Background: an optimization exercise with open tools, aiming at small area. Do not read the settings as production practice. At most, simulation tests tie the RTL to the original design; equivalence was not proved. The RTL of run 3 was laid out without a check of its function. Power figures rest on the tool's default switching activity, not on a simulated workload.

$ cat design/flow/flow/run.sh
#!/bin/bash
# Standard ORFS layout with these changes: ports are buffered with the
# smallest buffer, CTS inserts no dummy loads, tie cells are not split per load.
set -euo pipefail
export BUFFER_PORTS_ARGS="-buffer_cell sky130_fd_sc_hd__buf_1"
export CTS_ARGS="-sink_clustering_enable -repair_clock_nets -buf_list sky130_fd_sc_hd__clkbuf_8 -dont_use_dummy_load"
export SKIP_REPAIR_TIE_FANOUT=1
bash standard.sh > standard_flow.log 2>&1
$ cat design/flow/config.mk
export PLATFORM = sky130hd
export DESIGN_NAME = mch_codec
export DESIGN_NICKNAME = mch_codec
export VERILOG_FILES = /design/flow/design.v
export SDC_FILE = /design/flow/constraint.sdc
export NUM_CORES = 4
export LEC_CHECK = 0
export CAP_MARGIN = 20
export CORE_MARGIN = 2
export CORE_UTILIZATION = 40
export SLEW_MARGIN = 20
$ cat design/flow/constraint.sdc
create_clock -name core_clock -period 10.0 [get_ports {clk}]
set_input_delay 2.0000 -clock core_clock [delete_from_list [all_inputs] [get_ports {clk}]]
set_output_delay 2.0000 -clock core_clock [all_outputs]
set_load 0.01 [all_outputs]
$ cat design/flow/design.v
module debounce(
    input  btnl,
    input  clk,
    input  stb,      
    input  ph2,      
    input  btn,
    output fire
    );
reg       btn0, btn1, key, rose;
reg [4:0] btn_cnt;
localparam [4:0] C29 = 5'd24, C30 = 5'd16;
assign fire = rose & ph2;
always @(posedge clk or posedge btnl)
begin
    if (btnl)
        begin
            btn0 <= 0;  btn1 <= 0;  btn_cnt <= 0;  key <= 0;  rose <= 0;
        end
    else if (stb)
        begin
            btn0 <= btn;  btn1 <= btn0;
            if (btn0 ^ btn1)
                btn_cnt <= 0;
            else if (btn_cnt != C30)
                btn_cnt <= {btn_cnt[3:0], ~(btn_cnt[4] ^ btn_cnt[2])};
            rose <= (btn_cnt == C29) & btn1 & ~key;
            if (btn_cnt == C29)
                key <= btn1;
        end
end
endmodule
module mch_codec
(
    input   btnl,  
    input   clk,   
    input   btnr,  
    input   btnd,  
    input   [15:0] sw,
    input   rxsd,
    output  reg txsd,
    output  [6:0] seg,
    output  dp,
    output  [3:0] an,
    output  reg [15:0] led
);
assign seg = 7'b1111111;
assign dp  = 1'b0;
reg [4:0] q25p;
reg [1:0] q4p;
localparam [4:0] L0 = 5'd0, L1 = 5'd1, L21 = 5'd22, L22 = 5'd13, L23 = 5'd26, L24 = 5'd20;
wire p99 = (q4p == 2'd3) & (q25p == L24);
wire stb = (q4p == 2'd3) & (q25p == L22);
always @(posedge clk or posedge btnl)
    if (btnl)
        begin q25p <= L21;  q4p <= 2'd3; end
    else if (q25p == L24)
        begin q25p <= L0;  q4p <= q4p + 2'd1; end
    else
        q25p <= {q25p[3:0], ~(q25p[4] ^ q25p[2])};
wire start, lsel_tg;
debounce u_debounce0 (.btnl(btnl), .clk(clk), .stb(stb), .ph2(p99), .btn(btnr), .fire(start));
debounce u_debounce1 (.btnl(btnl), .clk(clk), .stb(stb), .ph2(p99), .btn(btnd), .fire(lsel_tg));
reg lsel;
assign an = {lsel, ~lsel, ~lsel, lsel};
always @(posedge clk or posedge btnl)
    if (btnl)
        lsel <= 1'b0;
    else if (lsel_tg)
        lsel <= ~lsel;
reg [6:0] q80;       
always @(posedge clk or posedge btnl)
    if (btnl)
        q80 <= 127;
    else if (start)
        q80 <= 0;
    else if (p99)
        q80 <= (q80 < 80) ? q80 + 1'b1 : 7'd127;
reg [3:0] nib;
reg       sbit;
wire      lt   = (nib < 10);
wire [3:0] low = lt ? nib : nib + 4'd7;
wire      cap  = (q4p == 3) & (q25p == L23) & (q80[2:0] == 3'd2) &
                 (q80[6:3] >= 4'd3) & (q80[6:3] <= 4'd7);
always @(posedge clk)
    if (cap)
        begin
            sbit <= low[0];
            case (q80[5:3])
            3'd3: nib <= sw[15:12];
            3'd4: nib <= sw[11:8];
            3'd5: nib <= sw[7:4];
            3'd6: nib <= sw[3:0];
            default: ;
            endcase
        end
wire [2:0] j = {~q80[2], q80[1:0]};      
reg        cbit;
always @*
    case (j)
    3'd0: cbit = 1'b0;
    3'd1: cbit = ~lt;
    3'd2: cbit = lt;
    3'd3: cbit = lt;
    3'd4: cbit = low[3];
    3'd5: cbit = low[2];
    3'd6: cbit = low[1];
    default: cbit = sbit;
    endcase
reg bbit;
always @*
    if (q80 < 20)       bbit = ~q80[1];           
    else if (q80 < 28)  bbit = (j == 3'd5);       
    else if (q80 < 60)  bbit = cbit;              
    else                bbit = ~q80[1];           
wire sdo = bbit ^ ~q4p[1];
always @(posedge clk or posedge btnl)
    if (btnl)
        txsd <= 1;
    else if ((q25p == L1) & q4p[0])
        begin
            if (q80 < 12)       txsd <= q80[1];
            else if (q80 < 68)  txsd <= sdo;
            else if (q80 < 80)  txsd <= ~q80[1];
            else                txsd <= 1'b1;
        end
reg       rd0, rd1, rxing;
reg       chi;
reg [4:0] clo;
reg       pl0, pl1;
reg [7:0] acnt;
reg       fail;        
wire rR = pl0 & ~pl1;
wire rF = pl1 & ~pl0;
always @(posedge clk or posedge btnl)
    if (btnl)
        begin rd0 <= 1;  rd1 <= 1; end
    else
        begin rd0 <= rxsd;  rd1 <= rd0; end
always @(posedge clk or posedge btnl)
    if (btnl)
        begin rxing <= 0;  chi <= 1; end
    else if (~rxing & rd1 & ~rd0)
        begin rxing <= 1;  chi <= 0; end
    else if (rxing)
        begin
            if (rd0 ^ rd1)
                chi <= 0;
            else if (clo == L24)
                chi <= ~chi;
            if (acnt == 170)    rxing <= 0;
        end
    else
        chi <= 1;
always @(posedge clk)
    if (~rxing | (rd0 ^ rd1) | (clo == L24))
        clo <= L0;
    else
        clo <= {clo[3:0], ~(clo[4] ^ clo[2])};
always @(posedge clk)
    begin pl0 <= chi;  pl1 <= pl0; end
always @(posedge clk)
    if (~rxing)
        acnt <= 0;
    else if (rR & (acnt < 170))
        acnt <= acnt + 1'b1;
always @(posedge clk)
    if (~rxing)
        fail <= 0;
    else if (rR & (acnt < 24) & (rd0 != acnt[2]))
        fail <= 1;
reg [7:0] tpd;
reg       flag;
reg [3:0] d0, d1, d2, d3;
reg [3:0] v;
reg       x0, x1, cm;
reg [3:0] nb0, nb1, nb2, nb3;
wire       dig   = (tpd[7:4] == 4'h3) & (tpd[3:0] < 10);
wire       alp   = (tpd[7:4] == 4'h4) & (tpd[3:0] > 0) & (tpd[3:0] < 7);
wire       rvld  = dig | alp;
wire [3:0] rdec  = dig ? tpd[3:0] : tpd[3:0] + 4'd9;
always @(posedge clk)
    if (rR)
        begin
            if (~acnt[0])
                tpd <= {tpd[6:0], ~rd0};
            if (acnt == 8'd39)  flag <= (tpd != 8'hcc);
            if (acnt == 8'd71)  begin d0 <= rdec;  v[0] <= rvld; end
            if (acnt == 8'd87)  begin d1 <= rdec;  v[1] <= rvld; end
            if (acnt == 8'd103) begin d2 <= rdec;  v[2] <= rvld; end
            if (acnt == 8'd119) begin d3 <= rdec;  v[3] <= rvld; end
        end
always @(posedge clk or posedge btnl)
    if (btnl)
        begin x0 <= 1;  x1 <= 1;  cm <= 0; end
    else
        begin
            x0 <= pl1;  x1 <= x0;
            cm <= x1 & ~x0 & (acnt == 8'd142) & ~fail & ~flag;
        end
always @(posedge clk or posedge btnl)
    if (btnl)
        begin nb0 <= 0;  nb1 <= 0;  nb2 <= 0;  nb3 <= 0; end
    else if (cm)
        begin
            if (v[0]) nb0 <= d0;
            if (v[1]) nb1 <= d1;
            if (v[2]) nb2 <= d2;
            if (v[3]) nb3 <= d3;
        end
always @(posedge clk or posedge btnl)
    if (btnl)
        led <= 0;
    else if (lsel == 0)
        led <= sw;
    else
        led <= {nb0, nb1, nb2, nb3};
endmodule
$ cat design/flow/standard.sh
#!/bin/bash
# synth_recipe.tcl (not shown) runs the flow's synth.tcl, then flattens the netlist and writes it again
# the make line also repeats each setting of config.mk as NAME=value (left out here)
make -C /OpenROAD-flow-scripts/flow DESIGN_CONFIG=/design/flow/config.mk WORK_HOME=/design/flow/orfs CLKGATE_MAP_FILE= SYNTH_SCRIPT=/design/flow/synth_recipe.tcl "${@:-finish}"
==> results by group, run 1 <==
Critical path
  – WP buf/inv: 2
  – CP Cell Sequence: inv_1 -> buf_1
  – CP max stage cell: dfrtp_1
  – FF-to-FF path depth: 3
  – Reg2reg start: q80[4]
  – Crit end category: primary output
  – Flop-to-flop setup slack: ~7.8 ns
  – CP arrival: approximately 1.7 ns
  – Reg2reg end: nib[2]
  – Required time worst endpoint: around 8.0 ns
  – CP endpoint: an[1]
  – Family with the most delay on the worst path: flip-flops
  – Crit-path max FO: 24
  – Startpoint types: register
  – CP startpoint: lsel
  – Slowest Stage Delay on Critical Path: slightly above 0.9 ns
  – Stages on worst setup path: 2
  – CP Class: reg -> out

Die
  – Initial Utilization: 41.3%
  – IO Pins: 50
  – Die width: ~120 microns
  – Row cnt: between 40 and 50
  – Core area: 13300 sq um
  – Die H: 121 microns
  – Die footprint: roughly 15000 sq um

Timing
  – Final WS setup: about 6.3 ns
  – Final setup fails: 0
  – Setup TNS: 0 ns
  – FMAX: approximately 0.27 GHz
  – Final max-slew violation count: 0
  – Skew final: approximately 0.023 ns
  – Worst-margin pin slew: between 0.9 and 1 ns
  – Fin crit period: ~3.7 ns
  – Unrepaired setup endpoints after global routing: false
  – Period utilization: 37.0%
  – Max_slew headroom: a little under two fifths
  – Final hold vios: 0

Global route
  – Met3 usage: roughly 4.1%
  – Most Crowded Layer GR: met2
  – GRT met1 Usage: 20.0%
  – Global-route wire length before repair: 16800 microns
  – Initial antenna violation count: 0
  – Largest net degree at the start of global routing: between 70 and 80
  – Global route overflow: 0
  – Met2 usage: 22.1%
  – Total GRT Usage: roughly 15%
  – Vias in the first global route: ~3400

CTS
  – CTS max path bufs: 2
  – Hold_buf cts: 0
  – Clock-pin slew on the worst setup and hold paths: about 0.060 ns
  – Postcts setup bufs: 0
  – Clock Latency Late Sink: around 0.43 ns
  – H-tree Lvls: 4
  – Root buf cell: clkbuf_8
  – Sink Count: 123
  – CTS buffer count: 17
  – Post-CTS Resized: 0
  – CTS tree: done

Synthesis
  – Register bit count reported by yosys: about 120
  – Most common cell in the synthesized netlist: dfrtp_1
  – Async S/R FF share, synth: about three fifths
  – Mean post-synth cell area: 11.4 sq um
  – Synth area leaders: dfrtp_1 25%, edfxtp_1 19%, dfstp_2 8.6%
  – Post-Syn Instances: about 480
  – Number of synthesized flops with an enable pin: 34
  – Seq/Total Area, Yosys: 57.9%
  – Share of the synthesized area in the top cell type: between 20 and 25%
  – Post-synthesis cell area: 5510 sq um
  – Synth Flop Type: dfrtp_1
  – Synth cell types: 57
  – Synth cell count leaders: 55 x dfrtp_1, 50 x nand2_1, 35 x mux2_2
  – Post-synth top area cell: dfrtp_1
  – Yosys warnings: 2

Place
  – DP Worst Slack: between 6 and 7 ns
  – IO buf count: ~40
  – Post-DP HPWL: between 6000 and 7000 microns
  – Placer Congestion: 0.841

Detailed routing
  – DRT iter0 DRCs: approximately 300
  – Routed wire length: ~9700 microns
  – Antenna violation net count after detailed routing: 0
  – Via-per-instance ratio: slightly above 5
  – Drt pass-1 iters: 5
  – Wire per inst: between 10 and 15 microns
  – Vias: about 3500
  – DRC: 0

Layout
  – FILL cells: roughly 1300
  – Final #Nets: 543
  – Layout cell share with drive strength beyond 1: around 15%
  – Area growth from synthesis to layout: 8.31%
  – N_diodes: 0

Run status
  – Status: complete, no violations

Power
  – Maximum VDD drop: 0.0660 mV
  – PD cells: 150 nW/um^2
  – P_leak: roughly 0.0023 uW

Flow run
  – Max cap viols: 0

Worst hold path
  – Hold path cells: 0
  – Min-Delay Path Class: reg -> reg
[worst min-delay path by stage]
stage | start | endpoint | slack, ns
6_report | pl1 | x0 | 0.33
5_1_grt | pl1 | x0 | 0.34
4_1_cts | pl1 | x0 | 0.33
3_5_place_dp | pl1 | x0 | 0.32
3_3_place_gp | pl1 | x0 | 0.31
2_1_floorplan | pl1 | x0 | 0.30
[flip-flops by register name, summed over array words and instances (netlist names), 5 cells and up]
register,flops
led,16
acnt,8
tpd,8
q80,7
clo,5
q25p,5
u_debounce0.btn_cnt,5
u_debounce1.btn_cnt,5
[layout by cell type, fill, tap and decap left out, types with 17 or more instances in the layout]
master,netlist,final
nand2_1,50,50
clkbuf_8,0,17
edfxtp_1,34,34
dfrtp_1,55,55
o21ai_0,28,28
buf_1,4,41
dfstp_2,18,18
mux2_2,35,35
inv_1,22,21
nor2_1,20,20
a21oi_1,20,20
[cell families (layout without fill, tap and decap cells)]
kind of cell	Yosys count	count (layout)	share of synthesized area, %
AND/OR/NAND/NOR	150	150	14.1
buffers and inverters	54	82	4.56
adder cells (fa/ha/maj)	10	10	2.27
AO/OA/AOI/OAI	83	83	9.69
other	2	2	0.136
multiplexers	44	44	8.78
flip-flops	123	123	57.9
XOR/XNOR	16	16	2.54
[through the flow]
step,std cells,instance area (sq um),util (%),hold slack [ns],power (uW)
global placement,668,5730,42.9,0.314,598
finish,686,5970,44.7,0.330,894
CTS,685,5960,44.6,0.330,909
global route,686,5970,44.7,0.338,940
detailed placement,668,5730,42.9,0.322,600
floorplan,482,5510,-,0.305,588
[worst reg2reg max path, stage by stage, from the launching register on]
cell and delay (ns):
dfstp_2 0.73, and2_1 0.24, o211ai_1 0.12, nor4_1 0.76
[report_power, final]
part           internal [uW]  switching [uW]  total [uW]
sequential               530            14.0         544
combinational           18.9            27.2        46.2
clock                    149             155         304
total                    697             196         894
[final cells by class]
class | count | area (sq um) | area share [%]
inverter | 22 | 82.6 | 1.38
tap | 176 | 220 | 3.69
multi-input combinational | 305 | 2070 | 34.7
timing repair buffer | 43 | 173 | 2.89
sequential | 123 | 3190 | 53.4
clock buffer | 17 | 234 | 3.92
[metal layers]
layer | vias up | wire (microns)
met5 | - | 0
met4 | 0 | 145
met3 | 12 | 339
met2 | 62 | 4420
met1 | 1686 | 4840
li1 | 1757 | -
==> inputs of run 2 (changes only) <==
==> design/flow/flow/run.sh (replaced) <==
#!/bin/bash
# Standard ORFS layout with two changes: ports are buffered with the
# smallest buffer, and CTS inserts no dummy loads.
set -euo pipefail
export BUFFER_PORTS_ARGS="-buffer_cell sky130_fd_sc_hd__buf_1"
export CTS_ARGS="-sink_clustering_enable -repair_clock_nets -buf_list sky130_fd_sc_hd__clkbuf_8 -dont_use_dummy_load"
bash standard.sh > standard_flow.log 2>&1
--- a/design/flow/config.mk
+++ b/design/flow/config.mk
@@ -8,4 +8,5 @@
 export CAP_MARGIN = 20
 export CORE_MARGIN = 2
 export CORE_UTILIZATION = 40
+export CTS_BUF_LIST = sky130_fd_sc_hd__clkbuf_8
 export SLEW_MARGIN = 20
==> run 2 against run 1 <==
- largest cell class unchanged
- die area is the same
- synthesized cell count is the same
- design area grew 0.19%
- via count grew 1.9%
- critical path type unchanged
- combinational power shrank 2%
- clock skew shrank 0.0075 ns
- critical path depth is the same
- routed wire length grew 2.1%
- largest power group unchanged
- flip-flop and latch count is the same
- clock power is essentially flat
- worst hold slack lost 0.0095 ns
- still clean on timing, DRC and antenna
- sequential share of layout area shrank 0.10 points
==> results by group, run 2 <==
Run status
  – Status: complete, no violations

Global route
  – Global-route wire length before repair: approximately 17000 microns
  – Total GRT Usage: about 15%
  – Vias in the first global route: about 3500
  – Global route overflow: 0
  – Initial antenna violation count: 0
  – Largest net degree at the start of global routing: between 70 and 80

Power
  – Sw Share: between 20 and 25%
  – Clk pwr share: about a third
  – Internal power: 697 uW
  – Psw: around 200 uW
  – Maximum VDD drop: around 0.079 mV
  – Gate power share: slightly above 5%
  – P_leak: around 0.0023 uW
  – PD cells: ~150 nW/um^2
  – Sequential power share: between 60% and 70%

Timing
  – Final setup fails: 0
  – Final hold vios: 0
  – Worst-margin pin slew: 0.938 ns
  – Skew final: 0.0155 ns
  – Final WS setup: 6.27 ns
  – Setup TNS: 0 ns
  – Unrepaired setup endpoints after global routing: false
  – Period utilization: 37.3%
  – Fin crit period: about 3.7 ns
  – FMAX: around 0.27 GHz
  – Max_slew headroom: a little under two fifths
  – Final max-slew violation count: 0
  – Hold Slack: around 0.32 ns

Detailed routing
  – Routed wire length: 9960 microns
  – Vias: roughly 3600
  – Wire per inst: 14.4 microns
  – Drt pass-1 iters: 5
  – Antenna violation net count after detailed routing: 0
  – Via-per-instance ratio: between 5 and 6
  – DRT iter0 DRCs: approximately 300
  – DRC: 0

Layout
  – Layout cell share with drive strength beyond 1: 14.6%
  – Biggest regs: led x16, acnt x8, tpd x8
  – Area growth from synthesis to layout: 8.51%
  – N_diodes: 0
  – Largest register FFs: 16
  – Most flop-heavy register: led
  – Commonest non-fill, non-tap cell in the layout: dfrtp_1
  – Highest-count cells in the layout ignoring fill and taps: 55 x dfrtp_1, 50 x nand2_1, 41 x buf_1, 35 x mux2_2, 34 x edfxtp_1
  – Final #Nets: 548

CTS
  – Clock Latency Late Sink: 0.44 ns
  – CTS max path bufs: 2
  – Root buf cell: clkbuf_8
  – CTS tree: done
  – H-tree Lvls: 4
  – Post-CTS Resized: 0
  – Sink Count: around 120
  – Clock-pin slew on the worst setup and hold paths: 0.06 ns
  – Postcts setup bufs: 0
  – Hold_buf cts: 0
  – CTS buffer count: 17

Place
  – IO buf count: slightly above 40
  – Post-DP HPWL: between 6000 and 7000 microns
  – Placer Congestion: between 0.8 and 0.9
  – DP Worst Slack: about 6.7 ns

Synthesis
  – Mean post-synth cell area: between 10 and 15 sq um
  – Most common cell in the synthesized netlist: dfrtp_1
  – Post-Syn Instances: about 480
  – Synth cell types: 57
  – Async S/R FF share, synth: 59.3%
  – Register bit count reported by yosys: 123
  – Synth area leaders: dfrtp_1 25%, edfxtp_1 19%, dfstp_2 8.6%
  – Yosys warnings: 2
  – Synth cell count leaders: 55 x dfrtp_1, 50 x nand2_1, 35 x mux2_2
  – Synth Flop Type: dfrtp_1
  – Post-synthesis cell area: about 5500 sq um
  – Number of synthesized flops with an enable pin: 34
  – Share of the synthesized area in the top cell type: between 20% and 30%
  – Seq/Total Area, Yosys: about 58%
  – Post-synth top area cell: dfrtp_1

Flow run
  – Max cap viols: 0

Critical path
  – CP Class: reg -> out
  – CP arrival: 1.73 ns
  – Crit-path max FO: 24
  – Required time worst endpoint: around 8 ns
  – Startpoint types: register
  – FF-to-FF path depth: 5
  – Crit end category: primary output

Die
  – Die H: 121 microns
  – Row cnt: 42
  – Core area: ~13000 sq um
  – IO Pins: 50
  – Initial Utilization: 41.3%
  – Die footprint: 14700 sq um
  – Die width: 121 microns

Worst hold path
  – Min-Delay Path Class: reg -> reg
  – Hold path cells: 0
[run 2: cell counts after synthesis]
No cell type changed its count.
[run 2: per-layer routing]
metal | global-route usage (%) | vias up | share of wire, % | wire [microns]
met5 | 0 | - | 0 | 0
met4 | 6.75 | 0 | 1.9 | 191
met3 | 4.61 | 18 | 5.0 | 493
met2 | 22.7 | 92 | 44 | 4370
met1 | 20.1 | 1715 | 49 | 4900
li1 | - | 1760 | - | -
[run 2: kinds of logic after synthesis]
group | Yosys count | synth area share [%]
AO/OA/AOI/OAI | 83 | 9.69
AND/OR/NAND/NOR | 150 | 14.1
XOR/XNOR | 16 | 2.54
buffers and inverters | 54 | 4.56
adder cells (fa/ha/maj) | 10 | 2.27
other | 2 | 0.136
flip-flops | 123 | 57.9
multiplexers | 44 | 8.78
[run 2: path summary, 6_finish.rpt]
kind                       startpoint         endpoint  slack, ns
hold reg to reg                   pl1               x0       0.32
min in group asynchronous        btnl          q25p[3]       1.83
setup reg to reg               q4p[1]  u_debounce0.key       7.38
max in group asynchronous        btnl            rxing       7.58
hold / removal                    pl1               x0       0.32
setup / recovery                 lsel            an[2]       6.27
[run 2: cell type report]
type	instances	area [sq um]
clock buffer	17	234
sequential	123	3190
fill	1275	7370
timing repair buffer	42	161
multi-input combinational	311	2090
inverter	22	82.6
tap	176	220
[run 2: critical path: stages (launching register included)]
cell and delay, ns:
dfrtp_1 0.93, inv_1 0.19, buf_1 0.18
[run 2: per-stage QoR]
stage | utilization, % | power (uW) | cell area (sq um) | cells
2_1_floorplan | - | 588 | 5540 | 488
3_3_place_gp | 43.1 | 598 | 5750 | 674
3_5_place_dp | 43.1 | 599 | 5750 | 674
4_1_cts | 44.8 | 911 | 5980 | 691
5_1_grt | 44.8 | 942 | 5980 | 691
6_report | 44.8 | 896 | 5980 | 691
[run 2: power by group through the flow]
stage                     Combinational, uW  Sequential (uW)  Clock, uW
final                                  45.5              544        307
after detailed placement               46.5              553          0
after CTS                              46.6              544        321
after global routing                   53.5              546        342
after floorplan                        39.7              549          0
after global placement                 45.3              552          0
==> inputs of run 3 (changes only) <==
--- a/design/flow/design.v
+++ b/design/flow/design.v
@@ -6,28 +6,34 @@
     input  btn,
     output fire
     );
-reg       btn0, btn1, key, rose;
+reg       btn0, btn1, key;
 reg [4:0] btn_cnt;
-localparam [4:0] C29 = 5'd24, C30 = 5'd16;
-assign fire = rose & ph2;
+localparam [4:0] C0 = 5'd0, C1 = 5'd1, C29 = 5'd24, C30 = 5'd16, CS = 5'd31;
+wire c30 = (btn_cnt == C30);
+wire cs  = (btn_cnt == CS);
+assign fire = ph2 & ~key & ((c30 & btn1) | (cs & ~btn1));
 always @(posedge clk or posedge btnl)
 begin
     if (btnl)
         begin
-            btn0 <= 0;  btn1 <= 0;  btn_cnt <= 0;  key <= 0;  rose <= 0;
+            btn0 <= 0;  btn1 <= 0;  btn_cnt <= C0;
         end
     else if (stb)
         begin
             btn0 <= btn;  btn1 <= btn0;
             if (btn0 ^ btn1)
-                btn_cnt <= 0;
-            else if (btn_cnt != C30)
+                btn_cnt <= (btn_cnt == C29) ? CS : C0;
+            else if (cs)
+                btn_cnt <= C1;
+            else if (~c30)
                 btn_cnt <= {btn_cnt[3:0], ~(btn_cnt[4] ^ btn_cnt[2])};
-            rose <= (btn_cnt == C29) & btn1 & ~key;
-            if (btn_cnt == C29)
-                key <= btn1;
         end
 end
+always @(posedge clk or posedge btnl)
+    if (btnl)
+        key <= 0;
+    else if (ph2 & (c30 | cs))
+        key <= btn1 ^ cs;
 endmodule
 module mch_codec
 (
==> run 3 against run 2 <==
- routed wire length rose by 4.0%
- critical path depth did not move
- utilization rose by 0.11 points
- combinational power rose by 58%
- clock power fell by 2%
- maximum frequency rose by 2.9%
- global-route usage rose by 0.34 points
- count of clock-buffer cells in the layout did not move
- worst setup slack improved by 0.11 ns
- worst hold slack got worse by 0.00086 ns
- cell count rose by 3.2%
- critical endpoint unchanged
==> results by group, run 3 <==
Run status
  – Status: complete, no violations

Timing
  – FMAX: 0.276 GHz
  – Unrepaired setup endpoints after global routing: false
  – Max_slew headroom: between 40% and 50%
  – Final hold vios: 0
  – Setup TNS: 0 ns
  – Final setup fails: 0
  – Final max-slew violation count: 0
  – Fin crit period: 3.63 ns
  – Worst-margin pin slew: 0.868 ns
  – Period utilization: about 36%
  – Skew final: 0.0158 ns

Synthesis
  – Yosys warnings: 2
  – Seq/Total Area, Yosys: a little under three fifths
  – Synth cell types: between 60 and 70
  – Mean post-synth cell area: 11.0 sq um
  – Post-synth top area cell: dfrtp_1
  – Share of the synthesized area in the top cell type: 23.9%
  – Most common cell in the synthesized netlist: dfrtp_1
  – Register bit count reported by yosys: around 120
  – Async S/R FF share, synth: between 50% and 60%
  – Synth cell count leaders: 53 x dfrtp_1, 50 x nand2_1, 34 x edfxtp_1, 34 x nor2_1, 31 x a21oi_1
  – Synth Flop Type: dfrtp_1
  – Synth area leaders: dfrtp_1 24%, edfxtp_1 18%, dfstp_2 8.5%
  – Number of synthesized flops with an enable pin: 34
  – Post-Syn Instances: 502
  – Post-synthesis cell area: approximately 5500 sq um

CTS
  – CTS max path bufs: 2
  – CTS tree: done
  – CTS buffer count: 17
  – Hold_buf cts: 0
  – Clock Latency Late Sink: between 0.4 and 0.5 ns
  – Post-CTS Resized: 0
  – Root buf cell: clkbuf_8
  – Postcts setup bufs: 0
  – Sink Count: about 120
  – Clock-pin slew on the worst setup and hold paths: ~0.06 ns
  – H-tree Lvls: 4

Detailed routing
  – Vias: 3737
  – Drt pass-1 iters: 5
  – Antenna violation net count after detailed routing: 0
  – DRC: 0
  – DRT iter0 DRCs: 217
  – Via-per-instance ratio: between 5 and 6
  – Wire per inst: approximately 15 microns
  – Routed wire length: 10400 microns

Layout
  – Highest-count cells in the layout ignoring fill and taps: 53 x dfrtp_1, 50 x nand2_1, 41 x buf_1, 34 x nor2_1, 34 x edfxtp_1
  – Most flop-heavy register: led
  – N_diodes: 0
  – Layout cell share with drive strength beyond 1: 13.2%
  – Commonest non-fill, non-tap cell in the layout: dfrtp_1
  – FILL cells: ~1300
  – Largest register FFs: 16
  – Area growth from synthesis to layout: 8.70%
  – Biggest regs: led x16, acnt x8, tpd x8
  – Final #Nets: between 500 and 600

Die
  – Die footprint: 14800 sq um
  – Row cnt: 42
  – Initial Utilization: between 40 and 50%
  – Die width: about 120 microns
  – Die H: about 120 microns
  – Core area: 13400 sq um
  – IO Pins: 50

Place
  – Placer Congestion: approximately 0.84
  – Post-DP HPWL: around 7500 microns
  – IO buf count: 41

Critical path
  – CP arrival: ~1.6 ns
  – CP Cell Sequence: inv_1 -> buf_1
  – WP buf/inv: 2
  – Family with the most delay on the worst path: flip-flops
  – Startpoint types: register
  – CP max stage cell: dfrtp_1
  – Slowest Stage Delay on Critical Path: between 0.8 and 0.9 ns
  – Crit-path max FO: 23
  – CP Class: reg -> out
  – Crit end category: primary output
  – Required time worst endpoint: ~8.0 ns

Global route
  – Total GRT Usage: around 15%
  – Largest net degree at the start of global routing: about 70
  – Initial antenna violation count: 0
  – Vias in the first global route: 3673
  – Global route overflow: 0
  – Global-route wire length before repair: 17600 microns

Power
  – Maximum VDD drop: about 0.12 mV
  – PD cells: between 150 and 200 nW/um^2
  – P_leak: 0.00235 uW
  – Total power draw: between 900 and 1000 uW

Worst hold path
  – Min-Delay Path Class: reg -> reg

Flow run
  – Max cap viols: 0
## run 3: cell types whose count changed after synthesis, moves of 4 or more
cell / previous run / this run
xnor2_1: 8 / 13
nor4_1: 8 / 4
and2_1: 7 / 13
nand3_1: 16 / 12
buf_1: 4 / 0
mux2_2: 35 / 29
a31oi_1: 3 / 8
xor2_1: 8 / 3
nor2_1: 20 / 34
a21oi_1: 20 / 31
o21ai_0: 28 / 16
## run 3: area by class of cell
class / count / area (sq um) / area share [%]
clock buffers: 17 / 234 / 3.89
inverters: 21 / 78.8 / 1.31
multi-input cells: 336 / 2190 / 36.3
flip-flops and latches: 121 / 3140 / 52.2
well taps: 176 / 220 / 3.66
repair buffers: 42 / 161 / 2.68
## run 3: stage by stage
| step | cells | worst slack [ns] | utilization (%) | area, sq um | hold WS [ns] |
|---|---|---|---|---|---|
| 2_1_floorplan | 508 | 6.23 | - | 5560 | 0.305 |
| 3_3_place_gp | 696 | 6.80 | 43.2 | 5790 | 0.315 |
| 3_5_place_dp | 696 | 6.76 | 43.2 | 5790 | 0.312 |
| 4_1_cts | 713 | 6.30 | 44.9 | 6020 | 0.321 |
| 5_1_grt | 713 | 6.13 | 44.9 | 6020 | 0.336 |
| 6_report | 713 | 6.37 | 44.9 | 6020 | 0.320 |
## run 3: cells by family after synthesis
logic type,share of synthesized area (%)
other,0.136
adders and majority gates,2.26
buffers and inverters,4.25
and+or+nand+nor,15.1
DFF,56.7
xor gates and xnor gates,2.53
AOI/OAI and AO/OA,12.1
muxes,6.98
## run 3: layer usage
layer | up-vias | share of wire [%] | track usage, % | wire length, microns
li1 | 1843 | - | - | -
met1 | 1804 | 44 | 19.1 | 4590
met2 | 69 | 50 | 24.6 | 5150
met3 | 21 | 3.8 | 5.10 | 392
met4 | 0 | 2.0 | 7.11 | 212
met5 | - | 0 | 0 | 0
## run 3: power breakdown
group | switching, uW | leakage [uW] | total (uW) | internal, uW
sequential | 24.0 | 0.00132 | 567 | 543
combinational | 41.6 | 0.000912 | 71.7 | 30.1
clock | 153 | 0.000122 | 302 | 149
## run 3: worst reg2reg max path, delay by kind of cell (launching register included)
kind / cells / cell delay, ns
simple gates: 3 / 1.42
compound gates: 1 / 0.12
flops: 1 / 0.77
## run 3: path summary, 6_finish.rpt
check / start / to / slack [ns] / depth (start not counted)
max in group asynchronous: btnl / nb1[0] / 7.61 / 3
min in group asynchronous: btnl / nb1[2] / 1.84 / 3
min: pl1 / x0 / 0.32 / 0
max reg2reg: q80[4] / nib[3] / 7.40 / 4
min reg2reg: pl1 / x0 / 0.32 / 0
max: lsel / an[2] / 6.37 / 2

## afterwards: timing with drivers on the ports
The flow's constraints put no driver on any port. The routed layouts listed below were extracted and timed again, unchanged, in two steps.
Step 1: set_driving_cell puts a clkbuf_16 on clk and a buf_2 on each other input, an assumption about the parent block.
Step 2 also shifts input and output timing later by t, the mid clock arrival at the registers, as if the neighbouring blocks saw the same clock.
a / b / c = ideal / step 1 / step 2; a / b = the first two.
run | t (ns) | slack for setup (ns) | worst slew at a driven data input, ns
run 1 | 0.449 | 6.304 / 6.270 / 6.718 | 0.04
run 2 | 0.459 | 6.266 / 6.231 / 6.690 | 0.04
run 3 | 0.444 | 6.373 / 6.340 / 6.784 | 0.03
After both steps every run listed still meets setup and hold.
